What follows belongs to an exercise in optimizing a design on an open flow for small area and a short achievable clock period; a production flow would make more cautious choices. In this exercise RTL edits were held to simulation tests only and were not proved equivalent to the original.

## flow/design.v (module list and top-level ports; edited modules follow where they fit)
// module full_add: 10 lines
// module half_add: 9 lines
// module half_add1: 9 lines
// module x2: 3 lines
// module xn2: 3 lines
// module an2: 3 lines
// module or2: 3 lines
// module inv1: 3 lines
// module maj: 3 lines
// module aoi_cell: 3 lines
// module oai_cell: 3 lines
// module nand_cell: 3 lines
// module nor_cell: 3 lines
// module fa_fast: 6 lines
// module ha_fast: 4 lines
// module booth_enc: 12 lines
// module booth_pp: 10 lines
// module booth_ppn: 10 lines
// module booth8_enc: 20 lines
// module booth8_pp: 14 lines
// module booth8_ppn: 14 lines
// module multiply: 3629 lines
module multiply(
    input wire clk,
    input wire resetn,
    input wire[31:0] A,
    input wire[31:0] B,
    input wire sign,
    output wire[63:0] result
);
  // ...
==> flow/run.sh <==
#!/bin/bash
# synth_recipe.tcl (not shown) runs the flow's synth.tcl, then flattens the netlist and writes it again
# the make line also repeats each setting of config.mk as NAME=value (left out here)
make -C /OpenROAD-flow-scripts/flow DESIGN_CONFIG=/design/flow/config.mk WORK_HOME=/design/flow/orfs CLKGATE_MAP_FILE= SYNTH_SCRIPT=/design/flow/synth_recipe.tcl finish
==> flow/config.mk <==
export PLATFORM = sky130hd
export DESIGN_NAME = multiply
export DESIGN_NICKNAME = multiply
export VERILOG_FILES = /design/flow/design.v
export SDC_FILE = /design/flow/constraint.sdc
export NUM_CORES = 4
export LEC_CHECK = 0
export CAP_MARGIN = 20
export CORE_MARGIN = 2
export CORE_UTILIZATION = 50
export PLACE_DENSITY = 0.65
export SETUP_SLACK_MARGIN = 2.5
export SLEW_MARGIN = 20
export SYNTH_HIERARCHICAL = 1
==> flow/constraint.sdc <==
create_clock -name core_clock -period 6.5 [get_ports {clk}]
set_input_delay 1.3000 -clock core_clock [delete_from_list [all_inputs] [get_ports {clk}]]
set_output_delay 1.3000 -clock core_clock [all_outputs]
set_load 0.01 [all_outputs]
==> out/metrics.json, run 1 <==
{
  "layout": {
    "drive_gt1_share_pct": 53.7,
    "mostFrequentLayoutCell": "a22oi_2",
    "insertedDiodeCount": 1,
    "max_flop_register": "rup",
    "seq_share_pct": 8.18,
    "finalNetCount": 3711,
    "largest_register_ffs": 151,
    "layout.buffer.nonclock.area_share_pct": 14.7,
    "non_clock_buffer_count": 527
  },
  "setup_path": {
    "worst_setup_path_endpoint": "result[57]",
    "critPathArrivalTime_ns": 3.37,
    "timing.critical_path.required_ns": 5.20,
    "cp-startpoint": "rup[0]$_DFF_P_",
    "cp_num_buf_inv": 6,
    "worst_setup_path_end_kind": "primary output",
    "timing.critical_path.slowest_stage_cell": "dfxtp_2"
  },
  "global_routing": {
    "antenna_found_initial": 2,
    "grt_pass1_vias": 26100,
    "global_route.overflow_total": 0
  },
  "floorplanning": {
    "tapcell.inserted": 782,
    "die_area_mm2": 0.0631,
    "chipWidth_um": 251,
    "core_area_mm2": 0.0604,
    "floorplan.initialDensity_pct": 50.6
  },
  "cts": {
    "ctsResizeCount": 492,
    "clock_tree.buffer_depth": 2,
    "clock-sinks": 166
  },
  "yosys": {
    "synthCells": 2738,
    "warnings_from_yosys": 7
  },
  "route": {
    "detail_route.vias_per_cell": 6.22,
    "detail_route.drc_violations": 0,
    "dr.max_layer_used": "met5",
    "total_vias_in_the_final_route": 25300
  },
  "status": {
    "outcome": "finished clean"
  },
  "timing": {
    "number_of_endpoints_failing_setup_at_the_final_stage": 0,
    "worst_slew_pin_slew_ns": 0.818
  },
  "placement": {
    "detailedPlacementHpwl_mm": 66.8
  }
}
==> run 2: changes to the inputs <==
==> flow/flow/run.sh (new file) <==
#!/bin/bash
# Own layout flow: the standard synthesis, then every combinational cell set to
# its smallest drive strength (registers untouched), then the standard layout,
# whose repair steps size cells up again where timing needs it.
set -euo pipefail
here=$(pwd)
res=$here/orfs/results/$FLOW_PLATFORM/multiply/base
bash standard.sh synth > $here/log_synth.txt 2>&1
cp $res/1_2_yosys.v $here/1_2_yosys.orig.v
python3 $here/flow/downsize.py $FLOW_HOME/platforms/$FLOW_PLATFORM/lib/sky130_fd_sc_hd__tt_025C_1v80.lib \
    $here/1_2_yosys.orig.v $res/1_2_yosys.v > $here/log_downsize.txt 2>&1
# make the netlist newer than its sources so only the later steps rerun
touch $res/1_2_yosys.v $res/1_2_yosys.sdc
bash standard.sh "BUFFER_PORTS_ARGS=-buffer_cell sky130_fd_sc_hd__buf_1" finish > $here/log_layout.txt 2>&1
==> flow/flow/downsize.py (new file) <==
#!/usr/bin/env python3
"""Set each combinational cell of a mapped netlist to the smallest drive strength
of its kind that the library has (registers and special cells untouched)."""
import re, sys
lib, src, dst = sys.argv[1:4]
cells = set(re.findall(r'cell\s*\(\s*"?(sky130_fd_sc_hd__\w+)"?\s*\)', open(lib).read()))
keep = re.compile(r'sky130_fd_sc_hd__(df|edf|sdf|sedf|dl|conb|clk|tap|fill|decap|diode|probe|lpflow)')
text = open(src).read()
count = {}
def repl(m):
    name = m.group(0)
    if keep.match(name):
        return name
    mm = re.match(r'(sky130_fd_sc_hd__\w+?)_(\d+)$', name)
    if not mm:
        return name
    base, size = mm.group(1), int(mm.group(2))
    for s in (1,):
        cand = f"{base}_{s}"
        if s < size and cand in cells:
            count[name] = count.get(name, 0) + 1
            return cand
    return name
out = re.sub(r'sky130_fd_sc_hd__\w+', repl, text)
open(dst, 'w').write(out)
for k, v in sorted(count.items(), key=lambda x: -x[1]):
    print(k, v)
==> flow/standard.sh (new file) <==
#!/bin/bash
# synth_recipe.tcl (not shown) runs the flow's synth.tcl, then flattens the netlist and writes it again
# the make line also repeats each setting of config.mk as NAME=value (left out here)
make -C /OpenROAD-flow-scripts/flow DESIGN_CONFIG=/design/flow/config.mk WORK_HOME=/design/flow/orfs CLKGATE_MAP_FILE= SYNTH_SCRIPT=/design/flow/synth_recipe.tcl "${@:-finish}"
--- a/flow/config.mk
+++ b/flow/config.mk
@@ -9,5 +9,5 @@
 export CORE_MARGIN = 2
-export CORE_UTILIZATION = 50
-export PLACE_DENSITY = 0.65
-export SETUP_SLACK_MARGIN = 2.5
+export CORE_UTILIZATION = 45
+export PLACE_DENSITY = 0.6
+export SETUP_SLACK_MARGIN = 1.0
 export SLEW_MARGIN = 20
removed: flow/run.sh
==> out/metrics.json, run 2 <==
{
  "timing": {
    "setup_tns_ns": 0,
    "grt_setup_unrepaired": "no",
    "timing.fmax_ghz": 0.196,
    "finalCritPeriodShare_pct": 78.5,
    "slew_violations": 0,
    "number_of_endpoints_failing_setup_at_the_final_stage": {"value": 0, "change": "unchanged"},
    "final.setup.worst_slack_ns": 1.40,
    "period_minus_slack_ns": 5.10,
    "worst_slew_pin_slew": {"value": 1.19, "unit": "ns", "change": "+0.370 ns"},
    "timing.max_slew.rel_slack_pct": 20.8,
    "hold_violations": 0
  },
  "placement": {
    "placement.cell_area_mm2": 0.0297,
    "dp_worst_setup_slack_ns": 0.995,
    "detailedPlacementHpwl": {"value": 65.8, "unit": "mm", "change": "-1.5%"},
    "globalplace.congestion": 0.905,
    "port_buffers": 129
  },
  "layout": {
    "area_growth_pct": 12.0,
    "design_area_mm2": 0.0304,
    "finalNetCount": {"value": 3435, "change": "-7.4%"},
    "fillers": 5448,
    "drive_gt1_share": {"value": 6.92, "unit": "%", "change": "-47 points"},
    "mostFrequentLayoutCell": "xnor2_1",
    "mostFrequentLayoutCells": "xnor2_1 (571), a22oi_1 (545), xor2_1 (395), fa_1 (320), dfxtp_1 (166)",
    "finalCoreUtilization_pct": 51.3,
    "max_flop_register": "rup",
    "largest_register_ffs": {"value": 151, "change": "unchanged"},
    "largest_registers": "rup: 151 flops, rlo: 15 flops"
  },
  "route": {
    "routedWlPerCell_um": 24.9,
    "antenna_violating_nets_post_route": 0,
    "detail_route.wirelength_mm": 94.0,
    "detail_route.drc_violations": {"value": 0, "change": "unchanged"},
    "initial_drc_count": 2705,
    "total_vias_in_the_final_route": {"value": 23400, "change": "-7.2%"},
    "detail_route.vias_per_cell": {"value": 6.20, "change": "-0.26%"},
    "drt_first_pass_iters": 9
  },
  "cts": {
    "clock-sinks": {"value": 166, "change": "unchanged"},
    "post_cts_hold_buffer_count": 0,
    "clock_pin_slew_worst_setup_and_hold_paths_ns": 0.08,
    "clock_tree.buffer_depth": {"value": 2, "change": "unchanged"},
    "tritoncts": "yes",
    "h-tree-depth": 4,
    "cts_root_buffer_type": "clkbuf_16",
    "cts-buffers-inserted": 17
  },
  "setup_path": {
    "path_max_fanout": 17,
    "critPathArrivalTime": {"value": 3.80, "unit": "ns", "change": "+0.43 ns"},
    "timing.critical_path.required": {"value": 5.20, "unit": "ns", "change": "about the same"},
    "timing.setup.critical_path_class": "reg2out",
    "worst_setup_path_start_kind": "register",
    "worst_setup_path_end_kind": "primary output"
  },
  "floorplanning": {
    "std_cell_rows": 89,
    "chipWidth": {"value": 249, "unit": "um", "change": "-0.68%"},
    "floorplan.initialDensity": {"value": 45.8, "unit": "%", "change": "-4.8 points"},
    "die_area": {"value": 0.0622, "unit": "mm2", "change": "-1.4%"},
    "core_area": {"value": 0.0592, "unit": "mm2", "change": "-1.8%"},
    "floorplan.die.height_um": 249,
    "number_of_top_level_design_ports": 131
  },
  "status": {
    "outcome": "finished clean"
  },
  "yosys": {
    "syn_area_per_cell_um2": 9.90,
    "warnings_from_yosys": {"value": 7, "change": "unchanged"},
    "synth.cell_area_mm2": 0.0271,
    "synthCells": {"value": 2738, "change": "unchanged"}
  },
  "min_path": {
    "min_path_cells": 3,
    "worst_min_delay_path_class": "in2reg"
  },
  "global_routing": {
    "global_route.overflow_total": {"value": 0, "change": "unchanged"},
    "antenna_found_initial": {"value": 4, "change": "+2"},
    "first_pass_grt_wire_length_mm": 145,
    "grt_pass1_vias": {"value": 24100, "change": "-7.7%"},
    "grt_start_max_net_pins": 37,
    "grtUsageTotal_pct": 30.3
  },
  "job": {
    "max-cap-violations": 0
  }
}
==> run 2: area by class of cell <==
| cell class | count | area [um2] | share of cell area (%) |
|---|---|---|---|
| inverter | 89 | 334 | 1.10 |
| tap | 773 | 967 | 3.18 |
| clock inverter | 14 | 161 | 0.531 |
| timing repair buffer | 252 | 1490 | 4.92 |
| multi-input combinational | 2468 | 23700 | 77.9 |
| sequential | 166 | 3320 | 10.9 |
| clock buffer | 18 | 429 | 1.41 |
| antenna | 1 | 2.50 | 0.00824 |
==> run 2: stage by stage <==
| step | cells | hold slack (ns) |
|---|---|---|
| floorplan | 2756 | 1.38 |
| global placement | 3745 | 1.69 |
| detailed placement | 3745 | 1.68 |
| CTS | 3777 | 1.28 |
| global route | 3781 | 1.32 |
| finish | 3781 | 1.31 |
==> run 2: critical path, cell delays in order (launching register included) <==
cell     delay [ns]
dfxtp_1        0.36
xor2_1         0.18
xor2_1         0.24
xor2_1         0.13
a21oi_1        0.16
inv_1          0.07
a21oi_1        0.29
o21ai_1        0.25
a21oi_1        0.22
buf_4          0.23
o21ai_4        0.07
buf_12         0.15
a21oi_4        0.16
buf_12         0.17
inv_1          0.07
a21oi_1        0.15
xnor2_1        0.15
buf_1          0.17
==> run 2: metal layers <==
metal  vias to the layer above  track usage (%)  part of all wire [%]
li1                      10100                -                     -
met1                     11700             38.4                    40
met2                      1293             49.3                    46
met3                       305             6.13                   9.1
met4                         6             15.0                   4.9
met5                         -                0                 0.043
==> run 2: worst paths after layout <==
kind,start,endpoint,slack [ns]
worst min-delay path,A[30],rup[146]$_DFF_P_,1.31
worst max-delay path,rup[1]$_DFF_P_,result[50],1.40
==> run 2: repair_timing <==
item	CTS	global route
setup endpoints to repair	18	18
hold endpoints to repair	0	0
resized for setup	2	0
buffers inserted	0	3
pin swaps	0	2
==> run 3: changes to the inputs <==
--- a/flow/config.mk
+++ b/flow/config.mk
@@ -11,3 +11,3 @@
 export PLACE_DENSITY = 0.6
-export SETUP_SLACK_MARGIN = 1.0
+export SETUP_SLACK_MARGIN = 1.5
 export SLEW_MARGIN = 20
==> out/metrics.json, run 3 <==
{
  "global_routing": {
    "met1_usage_grt": {"value": 37.9, "unit": "%", "change": "-0.52 points"},
    "grt_start_max_net_pins": {"value": 37, "change": "unchanged"},
    "groute.layer.met2.usage": {"value": 47.9, "unit": "%", "change": "-1.3 points"},
    "grtUsageTotal": {"value": 30.1, "unit": "%", "change": "-0.23 points"},
    "globalRouteMet3Util": {"value": 7.53, "unit": "%", "change": "+1.4 points"},
    "first_pass_grt_wire_length": {"value": 144, "unit": "mm", "change": "-0.45%"},
    "top_usage_layer": "met2",
    "grt_pass1_vias": {"value": 24500, "change": "+1.7%"},
    "global_route.overflow_total": {"value": 0, "change": "unchanged"},
    "antenna_found_initial": {"value": 4, "change": "unchanged"}
  },
  "setup_path": {
    "timing.setup.critical_path_class": "in2reg",
    "timing.critical_path.slowest_stage_cell": "fa_1",
    "critPathArrivalTime": {"value": 5.36, "unit": "ns", "change": "+1.56 ns"},
    "worst_setup_path_start_kind": "input port",
    "path_max_fanout": {"value": 11, "change": "-6"},
    "timing.critical_path.required": {"value": 6.89, "unit": "ns", "change": "+1.69 ns"},
    "cp_top_family": "adder cells",
    "critical-path-max-stage-delay": {"value": 0.54, "unit": "ns", "change": "+0.18 ns"},
    "crit_path_frequent_cell": "fa_1",
    "crit_chain": "clkbuf_2 -> nand2b_1 -> o22ai_4 -> buf_12 -> a22oi_1 -> xnor2_1 -> fa_1 -> fa_1 -> fa_1 -> ha_1 -> nor2b_1 -> a2111oi_1 -> o21bai_1 -> xor2_1",
    "worst_setup_path_end_kind": "register",
    "cp_num_buf_inv": {"value": 2, "change": "-4"}
  },
  "status": {
    "outcome": "finished clean"
  },
  "floorplanning": {
    "core_area": {"value": 0.0592, "unit": "mm2", "change": "unchanged"},
    "number_of_top_level_design_ports": {"value": 131, "change": "unchanged"},
    "floorplan.initialDensity": {"value": 45.8, "unit": "%", "change": "unchanged"},
    "std_cell_rows": {"value": 89, "change": "unchanged"},
    "die_area": {"value": 0.0622, "unit": "mm2", "change": "unchanged"},
    "floorplan.die.height": {"value": 249, "unit": "um", "change": "unchanged"},
    "chipWidth": {"value": 249, "unit": "um", "change": "unchanged"}
  },
  "layout": {
    "area_growth_pct": 13.7,
    "fillers": {"value": 5397, "change": "-0.94%"},
    "finalNetCount": {"value": 3451, "change": "+0.47%"},
    "largest_register_ffs": {"value": 151, "change": "unchanged"},
    "instances_no_fill": {"value": 3797, "change": "+0.42%"},
    "largest_registers": "rup: 151 flops, rlo: 15 flops",
    "drive_gt1_share": {"value": 8.14, "unit": "%", "change": "+1.2 points"},
    "mostFrequentLayoutCells": "xnor2_1 (571), a22oi_1 (545), xor2_1 (393), fa_1 (320), dfxtp_1 (166)",
    "max_flop_register": "rup",
    "mostFrequentLayoutCell": "xnor2_1"
  },
  "cts": {
    "clock-sinks": {"value": 166, "change": "unchanged"},
    "h-tree-depth": {"value": 4, "change": "unchanged"},
    "cts-buffers-inserted": {"value": 17, "change": "unchanged"},
    "cts_root_buffer_type": "clkbuf_16",
    "tritoncts": "yes",
    "post_cts_hold_buffer_count": {"value": 0, "change": "unchanged"},
    "clock_pin_slew_worst_setup_and_hold_paths": {"value": 0.07, "unit": "ns", "change": "about the same"},
    "clock_tree.buffer_depth": {"value": 2, "change": "unchanged"}
  },
  "job": {
    "max-cap-violations": {"value": 0, "change": "unchanged"}
  },
  "timing": {
    "finalCritPeriodShare": {"value": 76.4, "unit": "%", "change": "-2.1 points"},
    "grt_setup_unrepaired": "yes",
    "timing.max_slew.rel_slack": {"value": 26.8, "unit": "%", "change": "+6.0 points"},
    "period_minus_slack": {"value": 4.97, "unit": "ns", "change": "-0.137 ns"},
    "hold_violations": {"value": 0, "change": "unchanged"},
    "worst_slew_pin_slew": {"value": 1.10, "unit": "ns", "change": "-0.0907 ns"},
    "setup_tns": {"value": 0, "unit": "ns", "change": "unchanged"},
    "number_of_endpoints_failing_setup_at_the_final_stage": {"value": 0, "change": "unchanged"},
    "timing.fmax": {"value": 0.201, "unit": "GHz", "change": "+2.8%"},
    "slew_violations": {"value": 0, "change": "unchanged"}
  },
  "min_path": {
    "worst_min_delay_path_class": "in2reg",
    "holdCritStartpoint": "A[30]",
    "min_path_cells": {"value": 2, "change": "-1"},
    "min_to": "rup[146]$_DFF_P_"
  },
  "route": {
    "antenna_violating_nets_post_route": {"value": 0, "change": "unchanged"},
    "detail_route.vias_per_cell": {"value": 6.22, "change": "+0.26%"},
    "initial_drc_count": {"value": 2399, "change": "-11%"},
    "routedWlPerCell": {"value": 25.0, "unit": "um", "change": "+0.47%"},
    "total_vias_in_the_final_route": {"value": 23600, "change": "+0.69%"},
    "detail_route.wirelength": {"value": 94.8, "unit": "mm", "change": "+0.89%"},
    "drt_first_pass_iters": {"value": 7, "change": "-2"},
    "detail_route.drc_violations": {"value": 0, "change": "unchanged"}
  },
  "yosys": {
    "syn_area_per_cell": {"value": 9.90, "unit": "um2", "change": "unchanged"},
    "warnings_from_yosys": {"value": 7, "change": "unchanged"},
    "synth.cell_area": {"value": 0.0271, "unit": "mm2", "change": "unchanged"},
    "synthCells": {"value": 2738, "change": "unchanged"}
  },
  "placement": {
    "detailedPlacementHpwl": {"value": 65.2, "unit": "mm", "change": "-0.90%"},
    "globalplace.congestion": {"value": 0.914, "change": "+1.0%"},
    "port_buffers": {"value": 129, "change": "unchanged"},
    "dp_cells": {"value": 3743, "change": "-0.053%"}
  }
}
run 3: final cells by class:
type | instances | area [um2] | share of cell area [%]
Antenna cell | 2 | 5.00 | 0.0162
Clock buffer | 17 | 425 | 1.38
Inverter | 89 | 334 | 1.08
Clock inverter | 14 | 213 | 0.690
Tap cell | 773 | 967 | 3.14
Multi-Input combinational cell | 2474 | 23900 | 77.6
Sequential cell | 166 | 3320 | 10.8
Timing Repair Buffer | 262 | 1640 | 5.32
run 3: repair_timing:
item	CTS	global route
buffers inserted	3	11
gates cloned	0	7
setup endpoints to repair	35	37
gates resized for setup	11	29
pin swaps	4	11
run 3: how the worst max path moves through the flow:
stage,slack (ns),cells after the start,start,to
after floorplan,1.48,12,B[6],rlo[13]$_DFF_P_
final,1.53,14,B[1],rlo[11]$_DFF_P_
after detailed placement,0.94,11,B[17],rup[82]$_DFF_P_
after global placement,1.00,14,B[3],rlo[13]$_DFF_P_
after global routing,1.44,17,rup[1]$_DFF_P_,result[49]
after CTS,1.49,16,rup[1]$_DFF_P_,result[49]
run 3: stage by stage:
step / cell area (um2) / hold WS, ns / worst slack [ns] / utilization [%]
finish: 30800 / 1.30 / 1.53 / 52.0
detailed placement: 29800 / 1.69 / 0.939 / 50.2
floorplan: 27500 / 1.38 / 1.48 / -
global route: 30800 / 1.28 / 1.44 / 52.0
global placement: 29700 / 1.69 / 1.00 / 50.2
CTS: 30500 / 1.24 / 1.49 / 51.4
run 3: per-layer routing:
layer | part of all wire (%) | vias up
met5 | 0.099 | -
met4 | 4.4 | 6
met3 | 11 | 249
met2 | 46 | 1378
met1 | 39 | 11800
li1 | - | 10200
==> run 4: changes to the inputs <==
--- a/flow/config.mk
+++ b/flow/config.mk
@@ -11,3 +11,3 @@
 export PLACE_DENSITY = 0.6
-export SETUP_SLACK_MARGIN = 1.5
+export SETUP_SLACK_MARGIN = 1.75
 export SLEW_MARGIN = 20
==> out/metrics.json, run 4 <==
{
  "yosys": {
    "syn_area_per_cell": {"value": 9.90, "unit": "um2", "change": "unchanged"},
    "warnings_from_yosys": {"value": 7, "change": "unchanged"},
    "synth.cell_area": {"value": 0.0271, "unit": "mm2", "change": "unchanged"},
    "synthCells": {"value": 2738, "change": "unchanged"}
  },
  "placement": {
    "port_buffers": {"value": 129, "change": "unchanged"},
    "globalplace.congestion": {"value": 0.878, "change": "-4.0%"},
    "detailedPlacementHpwl": {"value": 65.3, "unit": "mm", "change": "+0.11%"}
  },
  "min_path": {
    "worst_min_delay_path_class": "in2reg"
  },
  "cts": {
    "tritoncts": "yes",
    "clock_pin_slew_worst_setup_and_hold_paths": {"value": 0.08, "unit": "ns", "change": "about the same"},
    "clock_tree.buffer_depth": {"value": 2, "change": "unchanged"},
    "cts_root_buffer_type": "clkbuf_16",
    "h-tree-depth": {"value": 4, "change": "unchanged"},
    "clock-sinks": {"value": 166, "change": "unchanged"},
    "cts-buffers-inserted": {"value": 17, "change": "unchanged"}
  },
  "timing": {
    "timing.max_slew.rel_slack": {"value": 17.6, "unit": "%", "change": "-9.2 points"},
    "number_of_endpoints_failing_setup_at_the_final_stage": {"value": 0, "change": "unchanged"},
    "timing.fmax": {"value": 0.212, "unit": "GHz", "change": "+5.1%"},
    "hold_violations": {"value": 0, "change": "unchanged"},
    "finalCritPeriodShare": {"value": 72.7, "unit": "%", "change": "-3.7 points"},
    "worst_slew_pin_slew": {"value": 1.24, "unit": "ns", "change": "+0.138 ns"},
    "period_minus_slack": {"value": 4.73, "unit": "ns", "change": "-0.240 ns"},
    "setup_tns": {"value": 0, "unit": "ns", "change": "unchanged"},
    "slew_violations": {"value": 0, "change": "unchanged"},
    "grt_setup_unrepaired": "yes"
  },
  "floorplanning": {
    "floorplan.die.height": {"value": 249, "unit": "um", "change": "unchanged"},
    "number_of_top_level_design_ports": {"value": 131, "change": "unchanged"},
    "core_area": {"value": 0.0592, "unit": "mm2", "change": "unchanged"},
    "std_cell_rows": {"value": 89, "change": "unchanged"},
    "die_area": {"value": 0.0622, "unit": "mm2", "change": "unchanged"},
    "floorplan.initialDensity": {"value": 45.8, "unit": "%", "change": "unchanged"},
    "chipWidth": {"value": 249, "unit": "um", "change": "unchanged"}
  },
  "layout": {
    "finalNetCount": {"value": 3486, "change": "+1.0%"},
    "mostFrequentLayoutCell": "xnor2_1",
    "largest_register_ffs": {"value": 151, "change": "unchanged"},
    "largest_registers": "rup: 151 flops, rlo: 15 flops",
    "finalCoreUtilization": {"value": 53.2, "unit": "%", "change": "+1.1 points"},
    "drive_gt1_share": {"value": 10.9, "unit": "%", "change": "+2.7 points"},
    "insertedDiodeCount": {"value": 0, "change": "-2"},
    "fillers": {"value": 5431, "change": "+0.63%"},
    "mostFrequentLayoutCells": "xnor2_1 (571), a22oi_1 (541), xor2_1 (383), fa_1 (320), dfxtp_1 (164)",
    "area_growth_pct": 16.1,
    "max_flop_register": "rup"
  },
  "route": {
    "initial_drc_count": {"value": 2259, "change": "-5.8%"},
    "antenna_violating_nets_post_route": {"value": 0, "change": "unchanged"},
    "detail_route.drc_violations": {"value": 0, "change": "unchanged"},
    "routedWlPerCell": {"value": 24.4, "unit": "um", "change": "-2.4%"},
    "detail_route.wirelength": {"value": 93.4, "unit": "mm", "change": "-1.5%"},
    "total_vias_in_the_final_route": {"value": 23400, "change": "-1.0%"},
    "detail_route.vias_per_cell": {"value": 6.10, "change": "-1.9%"},
    "drt_first_pass_iters": {"value": 7, "change": "unchanged"}
  },
  "status": {
    "outcome": "finished clean"
  },
  "global_routing": {
    "first_pass_grt_wire_length": {"value": 144, "unit": "mm", "change": "about the same"},
    "grt_start_max_net_pins": {"value": 49, "change": "+32%"},
    "global_route.overflow_total": {"value": 0, "change": "unchanged"},
    "antenna_found_initial": {"value": 4, "change": "unchanged"},
    "grt_pass1_vias": {"value": 24300, "change": "-0.89%"},
    "grtUsageTotal": {"value": 30.0, "unit": "%", "change": "about the same"}
  },
  "setup_path": {
    "worst_setup_path_end_kind": "primary output",
    "path_max_fanout": {"value": 9, "change": "-2"},
    "timing.setup.critical_path_class": "reg2out",
    "critPathArrivalTime": {"value": 3.43, "unit": "ns", "change": "-1.93 ns"},
    "timing.critical_path.required": {"value": 5.20, "unit": "ns", "change": "-1.69 ns"},
    "worst_setup_path_start_kind": "register"
  },
  "job": {
    "max-cap-violations": {"value": 0, "change": "unchanged"}
  }
}
==> run 4: cell types whose count changed in the layout (fill, tap and decap cells not counted), moves of 7 or more <==
cell / before / now
buf_2: 2 / 9
buf_4: 123 / 142
xor2_2: 15 / 23
xor2_1: 393 / 383
buf_1: 105 / 92
buf_6: 1 / 10
==> run 4: cell type report <==
type	count	area (um2)	area share (%)
clock inverters	15	178	0.564
flip-flops and latches	166	3330	10.6
well taps	773	967	3.07
repair buffers	298	2050	6.52
multi-input cells	2473	24200	76.9
clock buffers	17	425	1.35
inverters	89	339	1.08
==> run 4: path summary, 6_finish.rpt <==
check,startpoint,to,slack [ns],cells after the start
max,rup[0]$_DFF_P_,result[49],1.77,16
min,sign,rup[146]$_DFF_P_,1.49,4
==> run 4: metal layers <==
metal  vias to the layer above  GRT usage (%)  wire length, um
met3                       265           6.93             9240
met2                      1282           47.7            42900
met1                     11600           39.1            37100
met5                         -              0               27
li1                      10200              -                -
met4                         4           13.3             4080
==> run 4: per-stage QoR <==
step	area [um2]	hold WS [ns]	worst slack, ns	cells
2_1_floorplan	27700	1.38	1.69	2756
3_3_place_gp	29800	1.69	1.02	3743
3_5_place_dp	29800	1.69	0.997	3743
4_1_cts	31000	1.41	1.74	3811
5_1_grt	31500	1.47	1.59	3831
6_report	31500	1.49	1.77	3831
==> run 4: worst max-delay path: stages, from the launching register on <==
cell	delay, ns
dfxtp_2	0.36
xor2_2	0.15
xor2_1	0.22
xor2_1	0.24
a21oi_1	0.10
inv_1	0.11
a21oi_4	0.08
o21ai_4	0.19
a21oi_2	0.09
buf_6	0.14
o21ai_4	0.14
buf_12	0.14
a21oi_4	0.07
buf_12	0.17
o21ai_2	0.19
xor2_2	0.33
buf_1	0.20
==> run 4: repair_timing <==
action | in CTS | in global routing
setup buffers | 31 | 19
hold buffers | 0 | 0
cloned | 5 | 1
resized for setup | 31 | 92
pin swaps | 15 | 22
setup endpoints to repair | 58 | 61
==> run 5: changes to the inputs <==
--- a/flow/config.mk
+++ b/flow/config.mk
@@ -11,3 +11,3 @@
 export PLACE_DENSITY = 0.6
-export SETUP_SLACK_MARGIN = 1.75
+export SETUP_SLACK_MARGIN = 2.25
 export SLEW_MARGIN = 20
==> out/metrics.json, run 5 <==
{
  "status": {
    "outcome": "finished clean"
  },
  "timing": {
    "setup_tns": {"value": 0, "unit": "ns", "change": "unchanged"},
    "period_minus_slack": {"value": 4.70, "unit": "ns", "change": "-0.0272 ns"},
    "worst_slew_pin_slew": {"value": 1.14, "unit": "ns", "change": "-0.0989 ns"},
    "timing.max_slew.rel_slack": {"value": 24.2, "unit": "%", "change": "+6.6 points"},
    "final.setup.worst_slack": {"value": 1.80, "unit": "ns", "change": "+0.0272 ns"},
    "timing.fmax": {"value": 0.213, "unit": "GHz", "change": "+0.58%"},
    "grt_setup_unrepaired": "yes",
    "hold-worst-slack": {"value": 1.48, "unit": "ns", "change": "-0.00652 ns"},
    "slew_violations": {"value": 0, "change": "unchanged"},
    "hold_violations": {"value": 0, "change": "unchanged"},
    "number_of_endpoints_failing_setup_at_the_final_stage": {"value": 0, "change": "unchanged"},
    "finalCritPeriodShare": {"value": 72.3, "unit": "%", "change": "-0.42 points"}
  },
  "min_path": {
    "holdCritStartpoint": "sign",
    "worst_min_delay_path_class": "in2reg"
  },
  "global_routing": {
    "first_pass_grt_wire_length": {"value": 151, "unit": "mm", "change": "+5.3%"},
    "global_route.overflow_total": {"value": 0, "change": "unchanged"},
    "grtUsageTotal": {"value": 31.9, "unit": "%", "change": "+1.8 points"},
    "grt_start_max_net_pins": {"value": 37, "change": "-24%"},
    "grt_pass1_vias": {"value": 24800, "change": "+2.3%"},
    "antenna_found_initial": {"value": 4, "change": "unchanged"}
  },
  "cts": {
    "h-tree-depth": {"value": 4, "change": "unchanged"},
    "cts-buffers-inserted": {"value": 17, "change": "unchanged"},
    "clock_pin_slew_worst_setup_and_hold_paths": {"value": 0.07, "unit": "ns", "change": "about the same"},
    "tritoncts": "yes",
    "clock-sinks": {"value": 166, "change": "unchanged"},
    "clock_tree.buffer_depth": {"value": 2, "change": "unchanged"},
    "cts_root_buffer_type": "clkbuf_16"
  },
  "floorplanning": {
    "floorplan.initialDensity": {"value": 45.8, "unit": "%", "change": "unchanged"},
    "std_cell_rows": {"value": 89, "change": "unchanged"},
    "chipWidth": {"value": 249, "unit": "um", "change": "unchanged"},
    "core_area": {"value": 0.0592, "unit": "mm2", "change": "unchanged"},
    "floorplan.die.height": {"value": 249, "unit": "um", "change": "unchanged"},
    "number_of_top_level_design_ports": {"value": 131, "change": "unchanged"},
    "die_area": {"value": 0.0622, "unit": "mm2", "change": "unchanged"}
  },
  "setup_path": {
    "critical-path-max-stage-delay": {"value": 0.36, "unit": "ns", "change": "about the same"},
    "cp-startpoint": "rup[1]$_DFF_P_",
    "worst_setup_path_start_kind": "register",
    "cp_top_family": "compound AO/OA/AOI/OAI gates",
    "cp_num_buf_inv": {"value": 4, "change": "-1"},
    "timing.critical_path.required": {"value": 5.20, "unit": "ns", "change": "about the same"},
    "path_max_fanout": {"value": 8, "change": "-1"},
    "worst_setup_path_end_kind": "primary output",
    "crit_chain": "xor2_2 -> xor2_2 -> xor2_2 -> a21oi_1 -> inv_1 -> a21oi_4 -> o21ai_4 -> a21oi_4 -> o21ai_4 -> buf_12 -> a21oi_4 -> buf_12 -> o21ai_1 -> xor2_1 -> buf_2",
    "critPathArrivalTime": {"value": 3.40, "unit": "ns", "change": "-0.03 ns"},
    "timing.critical_path.slowest_stage_cell": "dfxtp_2",
    "timing.setup.critical_path_class": "reg2out"
  },
  "layout": {
    "finalCoreUtilization": {"value": 58.1, "unit": "%", "change": "+4.9 points"},
    "area_growth_pct": 26.9,
    "mostFrequentLayoutCells": "xnor2_1 (549), a22oi_1 (424), xor2_1 (369), fa_1 (242), dfxtp_1 (164)",
    "finalNetCount": {"value": 3527, "change": "+1.2%"},
    "largest_register_ffs": {"value": 151, "change": "unchanged"},
    "drive_gt1_share": {"value": 24.7, "unit": "%", "change": "+14 points"},
    "largest_registers": "rup: 151 flops, rlo: 15 flops",
    "mostFrequentLayoutCell": "xnor2_1",
    "max_flop_register": "rup"
  },
  "route": {
    "drt_first_pass_iters": {"value": 6, "change": "-1"},
    "total_vias_in_the_final_route": {"value": 24300, "change": "+4.0%"},
    "detail_route.vias_per_cell": {"value": 6.27, "change": "+2.8%"},
    "detail_route.drc_violations": {"value": 0, "change": "unchanged"},
    "routedWlPerCell": {"value": 26.2, "unit": "um", "change": "+7.5%"},
    "initial_drc_count": {"value": 2470, "change": "+9.3%"},
    "detail_route.wirelength": {"value": 101, "unit": "mm", "change": "+8.7%"},
    "antenna_violating_nets_post_route": {"value": 0, "change": "unchanged"}
  },
  "placement": {
    "port_buffers": {"value": 129, "change": "unchanged"},
    "globalplace.congestion": {"value": 0.868, "change": "-1.0%"},
    "detailedPlacementHpwl": {"value": 64.6, "unit": "mm", "change": "-1.1%"},
    "dp_worst_setup_slack": {"value": 0.990, "unit": "ns", "change": "-0.00664 ns"}
  },
  "yosys": {
    "synthCells": {"value": 2738, "change": "unchanged"},
    "warnings_from_yosys": {"value": 7, "change": "unchanged"},
    "syn_area_per_cell": {"value": 9.90, "unit": "um2", "change": "unchanged"},
    "synth.cell_area": {"value": 0.0271, "unit": "mm2", "change": "unchanged"}
  },
  "job": {
    "max-cap-violations": {"value": 0, "change": "unchanged"}
  }
}
==> run 5: cell type report <==
class,instances,area [um2]
well taps,773,967
diodes,3,7.51
inverters,89,357
clock buffers,18,429
flip-flops and latches,166,3330
multi-input cells,2472,25900
repair buffers,340,3260
fillers,5105,24800
clock inverters,13,171
==> run 5: path summary, 6_finish.rpt <==
path	endpoint	slack, ns	depth (start not counted)
hold / removal	rup[146]$_DFF_P_	1.48	3
setup / recovery	result[48]	1.80	15
==> run 5: per-layer routing <==
| metal | routed length (um) | GRT usage, % | part of all wire [%] | vias up |
|---|---|---|---|---|
| li1 | - | - | - | 10300 |
| met4 | 6200 | 16.7 | 6.1 | 2 |
| met1 | 39200 | 40.2 | 39 | 12200 |
| met3 | 9770 | 7.38 | 9.6 | 371 |
| met2 | 46300 | 50.9 | 46 | 1430 |
| met5 | 12 | 0 | 0.012 | - |
==> run 5: repair_timing <==
| action | in CTS | in global routing |
|---|---|---|
| endpoints found under the setup margin | 149 | 89 |
| pin swaps | 73 | 118 |
| gates cloned | 10 | 4 |
| resized for setup | 216 | 180 |
| buffers inserted | 86 | 32 |
| hold buffers | 0 | 0 |
==> run 5: tightest hold or removal path: stages <==
cell and delay (ns):
buf_2 0.27, nor2b_2 0.24, nand2_1 0.14
==> run 5: through the flow <==
stage / instance area, um2 / instances
2_1_floorplan: 28800 / 2756
3_3_place_gp: 30700 / 3708
3_5_place_dp: 30700 / 3708
4_1_cts: 33300 / 3835
5_1_grt: 34400 / 3872
6_report: 34400 / 3874
==> run 6: changes to the inputs <==
--- a/flow/config.mk
+++ b/flow/config.mk
@@ -10,4 +10,5 @@
 export CORE_UTILIZATION = 45
+export CTS_BUF_LIST = sky130_fd_sc_hd__clkbuf_8
 export PLACE_DENSITY = 0.6
-export SETUP_SLACK_MARGIN = 2.25
+export SETUP_SLACK_MARGIN = 1.25
 export SLEW_MARGIN = 20
==> out/metrics.json, run 6 <==
{
  "status": {
    "outcome": "finished clean"
  },
  "route": {
    "total_vias_in_the_final_route": {"value": 23300, "change": "-3.9%"},
    "drt_first_pass_iters": {"value": 6, "change": "unchanged"},
    "detail_route.wirelength": {"value": 91.8, "unit": "mm", "change": "-9.5%"},
    "detail_route.drc_violations": {"value": 0, "change": "unchanged"},
    "detail_route.vias_per_cell": {"value": 6.16, "change": "-1.8%"},
    "initial_drc_count": {"value": 2297, "change": "-7.0%"},
    "antenna_violating_nets_post_route": {"value": 0, "change": "unchanged"},
    "routedWlPerCell": {"value": 24.2, "unit": "um", "change": "-7.5%"}
  },
  "cts": {
    "clock_tree.buffer_depth": {"value": 2, "change": "unchanged"},
    "clock-sinks": {"value": 166, "change": "unchanged"},
    "cts-buffers-inserted": {"value": 17, "change": "unchanged"},
    "cts_root_buffer_type": "clkbuf_8",
    "tritoncts": "yes",
    "h-tree-depth": {"value": 4, "change": "unchanged"},
    "clock_pin_slew_worst_setup_and_hold_paths": {"value": 0.10, "unit": "ns", "change": "+0.03 ns"},
    "post_cts_hold_buffer_count": {"value": 0, "change": "unchanged"}
  },
  "global_routing": {
    "grt_pass1_vias": {"value": 24100, "change": "-2.9%"},
    "antenna_found_initial": {"value": 6, "change": "+2"},
    "global_route.overflow_total": {"value": 0, "change": "unchanged"},
    "grt_start_max_net_pins": {"value": 36, "change": "-2.7%"},
    "grtUsageTotal": {"value": 29.6, "unit": "%", "change": "-2.3 points"},
    "first_pass_grt_wire_length": {"value": 142, "unit": "mm", "change": "-6.4%"}
  },
  "placement": {
    "globalplace.congestion": {"value": 0.905, "change": "+4.2%"},
    "placement.cell_area": {"value": 0.0297, "unit": "mm2", "change": "-3.2%"},
    "dp_cells": {"value": 3752, "change": "+1.2%"},
    "port_buffers": {"value": 129, "change": "unchanged"},
    "detailedPlacementHpwl": {"value": 66.1, "unit": "mm", "change": "+2.4%"}
  },
  "setup_path": {
    "crit_path_frequent_cell": "xor2_1",
    "timing.critical_path.slowest_stage_cell": "dfxtp_1",
    "critical-path-max-stage-delay": {"value": 0.36, "unit": "ns", "change": "about the same"},
    "critPathArrivalTime": {"value": 3.64, "unit": "ns", "change": "+0.24 ns"},
    "worst_setup_path_start_kind": "register",
    "path_max_fanout": {"value": 18, "change": "+10"},
    "timing.critical_path.required": {"value": 5.20, "unit": "ns", "change": "about the same"},
    "cp_top_family": "compound AO/OA/AOI/OAI gates",
    "timing.setup.critical_path_class": "reg2out",
    "crit_chain": "xor2_1 -> xor2_1 -> xor2_1 -> a21oi_1 -> inv_1 -> a21oi_2 -> o21ai_2 -> a21oi_1 -> buf_4 -> o21ai_4 -> a21oi_2 -> buf_8 -> o21ai_2 -> xor2_2 -> buf_2",
    "cp_num_buf_inv": {"value": 4, "change": "unchanged"},
    "worst_setup_path_end_kind": "primary output"
  },
  "timing": {
    "grt_setup_unrepaired": "yes",
    "timing.fmax": {"value": 0.202, "unit": "GHz", "change": "-4.8%"},
    "finalCritPeriodShare": {"value": 76.0, "unit": "%", "change": "+3.7 points"},
    "timing.max_slew.rel_slack": {"value": 23.2, "unit": "%", "change": "-1.1 points"},
    "worst_slew_pin_slew": {"value": 1.15, "unit": "ns", "change": "+0.0148 ns"},
    "hold_violations": {"value": 0, "change": "unchanged"},
    "slew_violations": {"value": 0, "change": "unchanged"},
    "period_minus_slack": {"value": 4.94, "unit": "ns", "change": "+0.239 ns"},
    "setup_tns": {"value": 0, "unit": "ns", "change": "unchanged"},
    "number_of_endpoints_failing_setup_at_the_final_stage": {"value": 0, "change": "unchanged"}
  },
  "layout": {
    "mostFrequentLayoutCells": "xnor2_1 (571), a22oi_1 (545), xor2_1 (393), fa_1 (320), dfxtp_1 (166)",
    "finalNetCount": {"value": 3440, "change": "-2.5%"},
    "finalCoreUtilization": {"value": 51.1, "unit": "%", "change": "-7.0 points"},
    "multi_input_comb_area": {"value": 0.0237, "unit": "mm2", "change": "-8.5%"},
    "largest_registers": "rup: 151 flops, rlo: 15 flops",
    "drive_gt1_share": {"value": 7.30, "unit": "%", "change": "-17 points"},
    "mostFrequentLayoutCell": "xnor2_1",
    "fillers": {"value": 5462, "change": "+7.0%"},
    "largest_register_ffs": {"value": 151, "change": "unchanged"},
    "instances_no_fill": {"value": 3790, "change": "-2.2%"},
    "design_area": {"value": 0.0302, "unit": "mm2", "change": "-12%"},
    "flip_flop_and_latch_area": {"value": 0.00332, "unit": "mm2", "change": "about the same"},
    "max_flop_register": "rup",
    "area_growth_pct": 11.6
  },
  "job": {
    "max-cap-violations": {"value": 0, "change": "unchanged"}
  },
  "floorplanning": {
    "chipWidth": {"value": 249, "unit": "um", "change": "unchanged"},
    "number_of_top_level_design_ports": {"value": 131, "change": "unchanged"},
    "die_area": {"value": 0.0622, "unit": "mm2", "change": "unchanged"},
    "core_area": {"value": 0.0592, "unit": "mm2", "change": "unchanged"},
    "floorplan.die.height": {"value": 249, "unit": "um", "change": "unchanged"},
    "std_cell_rows": {"value": 89, "change": "unchanged"},
    "floorplan.initialDensity": {"value": 45.8, "unit": "%", "change": "unchanged"}
  },
  "yosys": {
    "syn_area_per_cell": {"value": 9.90, "unit": "um2", "change": "unchanged"},
    "warnings_from_yosys": {"value": 7, "change": "unchanged"},
    "synth.cell_area": {"value": 0.0271, "unit": "mm2", "change": "unchanged"},
    "synthCells": {"value": 2738, "change": "unchanged"}
  },
  "min_path": {
    "worst_min_delay_path_class": "in2reg"
  }
}
[run 6: layout make-up]
class / instances / area share [%]
inverter: 89 / 1.10
clock buffer: 18 / 0.819
antenna: 5 / 0.0414
clock inverter: 14 / 0.583
tap: 773 / 3.20
timing repair buffer: 257 / 5.01
multi-input combinational: 2468 / 78.3
sequential: 166 / 11.0
[run 6: final timing paths]
path | from | endpoint | cells after the start
worst max-delay path | rup[0]$_DFF_P_ | result[49] | 15
worst min-delay path | B[1] | rlo[0]$_DFF_P_ | 3
[run 6: through the flow]
step / setup slack [ns] / hold slack (ns)
finish: 1.56 / 1.37
global route: 1.20 / 1.38
CTS: 1.30 / 1.29
detailed placement: 1.05 / 1.69
global placement: 1.13 / 1.69
floorplan: 1.26 / 1.38
[run 6: layer usage]
metal / vias to the layer above / global-route usage [%] / part of all wire (%)
met4: 2 / 14.3 / 4.3
met2: 1314 / 47.2 / 47
met3: 259 / 6.65 / 9.6
met1: 11600 / 37.9 / 40
li1: 10100 / - / -
met5: - / 0 / 0.014
[run 6: repair_timing]
action | 4_1_cts | 5_1_grt
pin swaps | 2 | 6
gates resized for setup | 3 | 11
buffers inserted | 1 | 0
endpoints found under the setup margin | 34 | 6
==> run 7: changes to the inputs <==
--- a/flow/config.mk
+++ b/flow/config.mk
@@ -12,3 +12,3 @@
 export PLACE_DENSITY = 0.6
-export SETUP_SLACK_MARGIN = 1.25
+export SETUP_SLACK_MARGIN = 1.0
 export SLEW_MARGIN = 20
==> out/metrics.json, run 7 <==
{
  "placement": {
    "port_buffers": {"value": 129, "change": "unchanged"},
    "placement.cell_area": {"value": 0.0297, "unit": "mm2", "change": "-0.13%"},
    "dp_worst_setup_slack": {"value": 0.995, "unit": "ns", "change": "-0.0582 ns"},
    "detailedPlacementHpwl": {"value": 65.8, "unit": "mm", "change": "-0.47%"},
    "globalplace.congestion": {"value": 0.905, "change": "about the same"}
  },
  "setup_path": {
    "worstSetupPathDepth": {"value": 17, "change": "+2"},
    "critPathArrivalTime": {"value": 3.87, "unit": "ns", "change": "+0.23 ns"},
    "critical-path-max-stage-delay": {"value": 0.37, "unit": "ns", "change": "about the same"},
    "cp_num_buf_inv": {"value": 6, "change": "+2"},
    "crit_path_frequent_cell": "a21oi_1",
    "cp_top_family": "compound AO/OA/AOI/OAI gates",
    "timing.critical_path.slowest_stage_cell": "dfxtp_1",
    "worst_setup_path_endpoint": "result[50]",
    "timing.setup.critical_path_class": "reg2out",
    "crit_chain": "xor2_1 -> xor2_1 -> xor2_1 -> a21oi_1 -> inv_1 -> a21oi_1 -> o21ai_2 -> a21oi_1 -> buf_4 -> o21ai_4 -> buf_12 -> a21oi_4 -> buf_12 -> inv_1 -> a21oi_1 -> xnor2_1 -> buf_1",
    "worst_setup_path_end_kind": "primary output",
    "worst_setup_path_start_kind": "register",
    "timing.critical_path.required": {"value": 5.20, "unit": "ns", "change": "about the same"},
    "path_max_fanout": {"value": 18, "change": "unchanged"},
    "cp-startpoint": "rup[1]$_DFF_P_"
  },
  "global_routing": {
    "met1_usage_grt": {"value": 38.2, "unit": "%", "change": "+0.33 points"},
    "antenna_found_initial": {"value": 2, "change": "-4"},
    "grtUsageTotal": {"value": 30.2, "unit": "%", "change": "+0.63 points"},
    "top_usage_layer": "met2",
    "first_pass_grt_wire_length": {"value": 144, "unit": "mm", "change": "+1.7%"},
    "groute.layer.met2.usage": {"value": 49.3, "unit": "%", "change": "+2.1 points"},
    "grt_pass1_vias": {"value": 24100, "change": "-0.17%"},
    "grt_start_max_net_pins": {"value": 37, "change": "+2.8%"},
    "globalRouteMet3Util": {"value": 6.05, "unit": "%", "change": "-0.60 points"},
    "global_route.overflow_total": {"value": 0, "change": "unchanged"}
  },
  "cts": {
    "clock_pin_slew_worst_setup_and_hold_paths": {"value": 0.11, "unit": "ns", "change": "about the same"},
    "cts-buffers-inserted": {"value": 17, "change": "unchanged"},
    "post_cts_hold_buffer_count": {"value": 0, "change": "unchanged"},
    "clock-sinks": {"value": 166, "change": "unchanged"},
    "h-tree-depth": {"value": 4, "change": "unchanged"},
    "tritoncts": "yes",
    "clock_tree.buffer_depth": {"value": 2, "change": "unchanged"},
    "cts_root_buffer_type": "clkbuf_8"
  },
  "timing": {
    "timing.fmax": {"value": 0.193, "unit": "GHz", "change": "-4.5%"},
    "period_minus_slack": {"value": 5.17, "unit": "ns", "change": "+0.234 ns"},
    "worst_slew_pin_slew": {"value": 1.17, "unit": "ns", "change": "+0.0158 ns"},
    "grt_setup_unrepaired": "no",
    "hold_violations": {"value": 0, "change": "unchanged"},
    "setup_tns": {"value": 0, "unit": "ns", "change": "unchanged"},
    "slew_violations": {"value": 0, "change": "unchanged"},
    "final.setup.worst_slack": {"value": 1.33, "unit": "ns", "change": "-0.234 ns"},
    "finalCritPeriodShare": {"value": 79.6, "unit": "%", "change": "+3.6 points"},
    "timing.max_slew.rel_slack": {"value": 22.2, "unit": "%", "change": "-0.99 points"},
    "number_of_endpoints_failing_setup_at_the_final_stage": {"value": 0, "change": "unchanged"}
  },
  "layout": {
    "multi_input_comb_area": {"value": 0.0237, "unit": "mm2", "change": "about the same"},
    "mostFrequentLayoutCells": "xnor2_1 (571), a22oi_1 (545), xor2_1 (395), fa_1 (320), dfxtp_1 (166)",
    "flip_flop_and_latch_area": {"value": 0.00332, "unit": "mm2", "change": "unchanged"},
    "design_area": {"value": 0.0302, "unit": "mm2", "change": "-0.21%"},
    "largest_register_ffs": {"value": 151, "change": "unchanged"},
    "mostFrequentLayoutCell": "xnor2_1",
    "largest_registers": "rup: 151 flops, rlo: 15 flops",
    "max_flop_register": "rup",
    "area_growth_pct": 11.3,
    "fillers": {"value": 5467, "change": "+0.092%"},
    "drive_gt1_share": {"value": 6.92, "unit": "%", "change": "-0.38 points"},
    "finalNetCount": {"value": 3434, "change": "-0.17%"}
  },
  "floorplanning": {
    "chipWidth": {"value": 249, "unit": "um", "change": "unchanged"},
    "core_area": {"value": 0.0592, "unit": "mm2", "change": "unchanged"},
    "die_area": {"value": 0.0622, "unit": "mm2", "change": "unchanged"},
    "number_of_top_level_design_ports": {"value": 131, "change": "unchanged"},
    "std_cell_rows": {"value": 89, "change": "unchanged"},
    "floorplan.initialDensity": {"value": 45.8, "unit": "%", "change": "unchanged"},
    "floorplan.die.height": {"value": 249, "unit": "um", "change": "unchanged"}
  },
  "route": {
    "drt_first_pass_iters": {"value": 6, "change": "unchanged"},
    "routedWlPerCell": {"value": 24.8, "unit": "um", "change": "+2.3%"},
    "detail_route.vias_per_cell": {"value": 6.20, "change": "+0.65%"},
    "antenna_violating_nets_post_route": {"value": 0, "change": "unchanged"},
    "detail_route.drc_violations": {"value": 0, "change": "unchanged"},
    "detail_route.wirelength": {"value": 93.8, "unit": "mm", "change": "+2.1%"},
    "total_vias_in_the_final_route": {"value": 23400, "change": "+0.42%"},
    "initial_drc_count": {"value": 2576, "change": "+12%"}
  },
  "yosys": {
    "synthCells": {"value": 2738, "change": "unchanged"},
    "warnings_from_yosys": {"value": 7, "change": "unchanged"},
    "synth.cell_area": {"value": 0.0271, "unit": "mm2", "change": "unchanged"},
    "syn_area_per_cell": {"value": 9.90, "unit": "um2", "change": "unchanged"}
  },
  "status": {
    "outcome": "finished clean"
  },
  "min_path": {
    "worst_min_delay_path_class": "in2reg"
  },
  "job": {
    "max-cap-violations": {"value": 0, "change": "unchanged"}
  }
}
## run 7: cell types whose count changed in the layout (fill, tap and decap cells not counted), moves of 3 or more
cell,delta
xor2_2,-3
diode_2,-3
inv_6,+5
buf_4,-7
## run 7: timing repair
action,in CTS,in global routing
buffers inserted,1,1
endpoints found under the setup margin,22,21
pin swaps,1,1
endpoints found under the hold margin,0,0
gates resized for setup,2,1
## run 7: tightest hold or removal path: cells and delay by family
kind,cells,cell delay (ns)
AND/OR/NAND/NOR,1,0.15
buffers and inverters,2,0.31
## run 7: layer usage
layer / vias to the layer above / wire length [um] / share of wire [%]
li1: 10100 / - / -
met1: 11600 / 36200 / 39
met2: 1360 / 43400 / 46
met3: 318 / 9120 / 9.7
met4: 2 / 5010 / 5.3
met5: - / 8 / 0.0085
## run 7: stage by stage
step / hold slack [ns] / cells / util [%]
after floorplan: 1.38 / 2756 / -
after global placement: 1.69 / 3745 / 50.1
after detailed placement: 1.68 / 3745 / 50.1
after CTS: 1.19 / 3778 / 50.9
after global routing: 1.24 / 3780 / 50.9
final: 1.22 / 3781 / 50.9
## run 7: cell type report
| class | count | area share [%] |
|---|---|---|
| timing repair buffer | 251 | 4.92 |
| clock buffer | 17 | 0.775 |
| sequential | 166 | 11.0 |
| multi-input combinational | 2468 | 78.4 |
| inverter | 89 | 1.11 |
| antenna | 2 | 0.0166 |
| clock inverter | 15 | 0.547 |
| tap | 773 | 3.20 |
## run 7: worst min-delay path by stage
stage                    from               end  slack [ns]  depth (start not counted)
2_1_floorplan           A[30]  rup[146]$_DFF_P_        1.38                          1
6_report                A[30]  rup[146]$_DFF_P_        1.22                          3
3_3_place_gp   rlo[9]$_DFF_P_         result[9]        1.69                          1
4_1_cts                 A[30]  rup[146]$_DFF_P_        1.19                          3
3_5_place_dp   rlo[9]$_DFF_P_         result[9]        1.68                          1
5_1_grt                 A[30]  rup[146]$_DFF_P_        1.24                          3
==> run 8: changes to the inputs <==
--- a/flow/config.mk
+++ b/flow/config.mk
@@ -12,3 +12,3 @@
 export PLACE_DENSITY = 0.6
-export SETUP_SLACK_MARGIN = 1.0
+export SETUP_SLACK_MARGIN = 2.0
 export SLEW_MARGIN = 20
==> out/metrics.json, run 8 <==
{
  "route": {
    "total_vias_in_the_final_route": {"value": 24100, "change": "+2.8%"},
    "routedWlPerCell": {"value": 25.4, "unit": "um", "change": "+2.3%"},
    "drt_first_pass_iters": {"value": 8, "change": "+2"},
    "antenna_violating_nets_post_route": {"value": 0, "change": "unchanged"},
    "detail_route.drc_violations": {"value": 0, "change": "unchanged"},
    "detail_route.vias_per_cell": {"value": 6.25, "change": "+0.78%"},
    "initial_drc_count": {"value": 2508, "change": "-2.6%"},
    "detail_route.wirelength": {"value": 97.8, "unit": "mm", "change": "+4.3%"}
  },
  "setup_path": {
    "timing.setup.critical_path_class": "reg2out",
    "timing.critical_path.required": {"value": 5.20, "unit": "ns", "change": "about the same"},
    "timing.critical_path.slowest_stage_cell": "dfxtp_2",
    "critPathArrivalTime": {"value": 3.48, "unit": "ns", "change": "-0.39 ns"},
    "crit_path_frequent_cell": "a21oi_4",
    "worst_setup_path_start_kind": "register",
    "worstSetupPathDepth": {"value": 17, "change": "unchanged"},
    "path_max_fanout": {"value": 8, "change": "-10"},
    "crit_chain": "xor2_2 -> xor2_2 -> xor2_1 -> a21oi_1 -> inv_1 -> a21oi_4 -> o21ai_4 -> a21oi_2 -> buf_6 -> o21ai_4 -> buf_12 -> a21oi_4 -> buf_12 -> inv_4 -> a21oi_4 -> xnor2_2 -> buf_2",
    "worst_setup_path_endpoint": "result[47]",
    "cp_num_buf_inv": {"value": 6, "change": "unchanged"},
    "cp_top_family": "compound AO/OA/AOI/OAI gates",
    "critical-path-max-stage-delay": {"value": 0.35, "unit": "ns", "change": "-0.02 ns"},
    "cp-startpoint": "rup[0]$_DFF_P_",
    "worst_setup_path_end_kind": "primary output"
  },
  "placement": {
    "globalplace.congestion": {"value": 0.889, "change": "-1.8%"},
    "placement.cell_area": {"value": 0.0300, "unit": "mm2", "change": "+0.87%"},
    "detailedPlacementHpwl": {"value": 65.1, "unit": "mm", "change": "-1.2%"},
    "port_buffers": {"value": 129, "change": "unchanged"}
  },
  "floorplanning": {
    "chipWidth": {"value": 249, "unit": "um", "change": "unchanged"},
    "std_cell_rows": {"value": 89, "change": "unchanged"},
    "floorplan.die.height": {"value": 249, "unit": "um", "change": "unchanged"},
    "floorplan.initialDensity": {"value": 45.8, "unit": "%", "change": "unchanged"},
    "number_of_top_level_design_ports": {"value": 131, "change": "unchanged"},
    "core_area": {"value": 0.0592, "unit": "mm2", "change": "unchanged"},
    "die_area": {"value": 0.0622, "unit": "mm2", "change": "unchanged"}
  },
  "layout": {
    "area_growth_pct": 18.2,
    "design_area": {"value": 0.0320, "unit": "mm2", "change": "+6.2%"},
    "finalNetCount": {"value": 3512, "change": "+2.3%"},
    "mostFrequentLayoutCell": "xnor2_1",
    "largest_register_ffs": {"value": 151, "change": "unchanged"},
    "largest_registers": "rup: 151 flops, rlo: 15 flops",
    "mostFrequentLayoutCells": "xnor2_1 (568), a22oi_1 (540), xor2_1 (379), fa_1 (320), dfxtp_1 (164)",
    "drive_gt1_share": {"value": 14.1, "unit": "%", "change": "+7.2 points"},
    "max_flop_register": "rup"
  },
  "timing": {
    "period_minus_slack": {"value": 4.78, "unit": "ns", "change": "-0.392 ns"},
    "number_of_endpoints_failing_setup_at_the_final_stage": {"value": 0, "change": "unchanged"},
    "slew_violations": {"value": 0, "change": "unchanged"},
    "setup_tns": {"value": 0, "unit": "ns", "change": "unchanged"},
    "timing.max_slew.rel_slack": {"value": 19.7, "unit": "%", "change": "-2.5 points"},
    "grt_setup_unrepaired": "yes",
    "timing.fmax": {"value": 0.209, "unit": "GHz", "change": "+8.2%"},
    "hold_violations": {"value": 0, "change": "unchanged"},
    "worst_slew_pin_slew": {"value": 1.20, "unit": "ns", "change": "+0.0370 ns"},
    "finalCritPeriodShare": {"value": 73.5, "unit": "%", "change": "-6.0 points"}
  },
  "yosys": {
    "syn_area_per_cell": {"value": 9.90, "unit": "um2", "change": "unchanged"},
    "warnings_from_yosys": {"value": 7, "change": "unchanged"},
    "synth.cell_area": {"value": 0.0271, "unit": "mm2", "change": "unchanged"},
    "synthCells": {"value": 2738, "change": "unchanged"}
  },
  "cts": {
    "clock_tree.buffer_depth": {"value": 2, "change": "unchanged"},
    "tritoncts": "yes",
    "cts_root_buffer_type": "clkbuf_8",
    "clock_pin_slew_worst_setup_and_hold_paths": {"value": 0.10, "unit": "ns", "change": "about the same"},
    "clock-sinks": {"value": 166, "change": "unchanged"},
    "cts-buffers-inserted": {"value": 17, "change": "unchanged"},
    "h-tree-depth": {"value": 4, "change": "unchanged"},
    "post_cts_hold_buffer_count": {"value": 0, "change": "unchanged"}
  },
  "min_path": {
    "worst_min_delay_path_class": "in2reg"
  },
  "global_routing": {
    "grt_start_max_net_pins": {"value": 38, "change": "+2.7%"},
    "first_pass_grt_wire_length": {"value": 147, "unit": "mm", "change": "+2.3%"},
    "grtUsageTotal": {"value": 30.9, "unit": "%", "change": "+0.66 points"},
    "antenna_found_initial": {"value": 2, "change": "unchanged"},
    "global_route.overflow_total": {"value": 0, "change": "unchanged"},
    "grt_pass1_vias": {"value": 24800, "change": "+2.9%"}
  },
  "job": {
    "max-cap-violations": {"value": 0, "change": "unchanged"}
  },
  "status": {
    "outcome": "finished clean"
  }
}
-- run 8: per-layer routing --
layer	track usage, %	part of all wire [%]	vias to the layer above
met4	15.0	5.0	2
met1	38.9	38	12000
met5	0	0.013	-
met3	8.11	11	332
met2	49.2	46	1437
li1	-	-	10300
-- run 8: metrics by stage --
stage / util [%] / worst slack [ns] / hold slack (ns) / std cells
after floorplan: - / 1.70 / 1.38 / 2756
after global placement: 50.6 / 1.16 / 1.69 / 3738
after detailed placement: 50.6 / 1.13 / 1.69 / 3738
after CTS: 52.8 / 1.70 / 1.38 / 3833
after global routing: 54.1 / 1.55 / 1.40 / 3858
final: 54.1 / 1.72 / 1.44 / 3858
-- run 8: cell type report --
type	count	area [um2]
Antenna cell	1	2.50
Inverter	89	349
Multi-Input combinational cell	2476	24600
Timing Repair Buffer	321	2410
Clock inverter	14	148
Clock buffer	18	248
Fill cell	5342	27200
Sequential cell	166	3330
Tap cell	773	967
-- run 8: worst min-delay path by stage --
stage | depth (start not counted) | endpoint | slack (ns) | start
2_1_floorplan | 1 | rup[146]$_DFF_P_ | 1.38 | A[30]
3_3_place_gp | 1 | result[12] | 1.69 | rlo[12]$_DFF_P_
3_5_place_dp | 1 | result[4] | 1.69 | rlo[4]$_DFF_P_
4_1_cts | 3 | rup[149]$_DFF_P_ | 1.38 | A[31]
5_1_grt | 3 | rup[149]$_DFF_P_ | 1.40 | A[31]
6_report | 3 | rup[149]$_DFF_P_ | 1.44 | A[31]
-- run 8: what timing repair did --
item,4_1_cts,5_1_grt
setup buffers,56,20
setup endpoints to repair,83,82
pin swaps,29,59
gates resized for setup,89,123
gates cloned,7,3
-- run 8: tightest hold or removal path: stages --
cell	delay (ns)
buf_1	0.16
buf_4	0.30
and2_1	0.20

separate check: timing with driven ports:
The flow's constraints put no driver on any port. The routed layouts listed below were extracted and timed again, unchanged, in two steps.
Step 1 assumes that a clkbuf_16 drives the clock port and a buf_2 every other input.
Step 2 adds t to the input delays and takes it off the output delays; t is the mean of the earliest and latest rising clock arrival at the registers after step 1. Input paths then give back, and output paths get back, about the clock's delay inside the block.
Slacks: ideal / step 1 / step 2; pairs: ideal / step 1.
| run | t, ns | setup slack, ns | worst setup path after step 2 |
|---|---|---|---|
| run 1 | 0.580 | 1.827 / 1.764 / 1.625 | input to register |
| run 2 | 0.576 | 1.397 / 1.331 / 0.883 | input to register |
| run 3 | 0.575 | 1.534 / 1.573 / 0.999 | input to register |
| run 4 | 0.571 | 1.774 / 1.711 / 1.302 | input to register |
| run 5 | 0.575 | 1.801 / 1.736 / 1.575 | input to register |
| run 6 | 0.640 | 1.561 / 1.500 / 0.984 | input to register |
| run 7 | 0.663 | 1.328 / 1.269 / 0.915 | input to register |
| run 8 | 0.631 | 1.720 / 1.665 / 1.453 | input to register |
After both steps setup and hold are still met in every run listed. For run 6, which loses most, drivers alone change the setup slack by -0.061 ns; drivers and shift together by -0.577 ns.
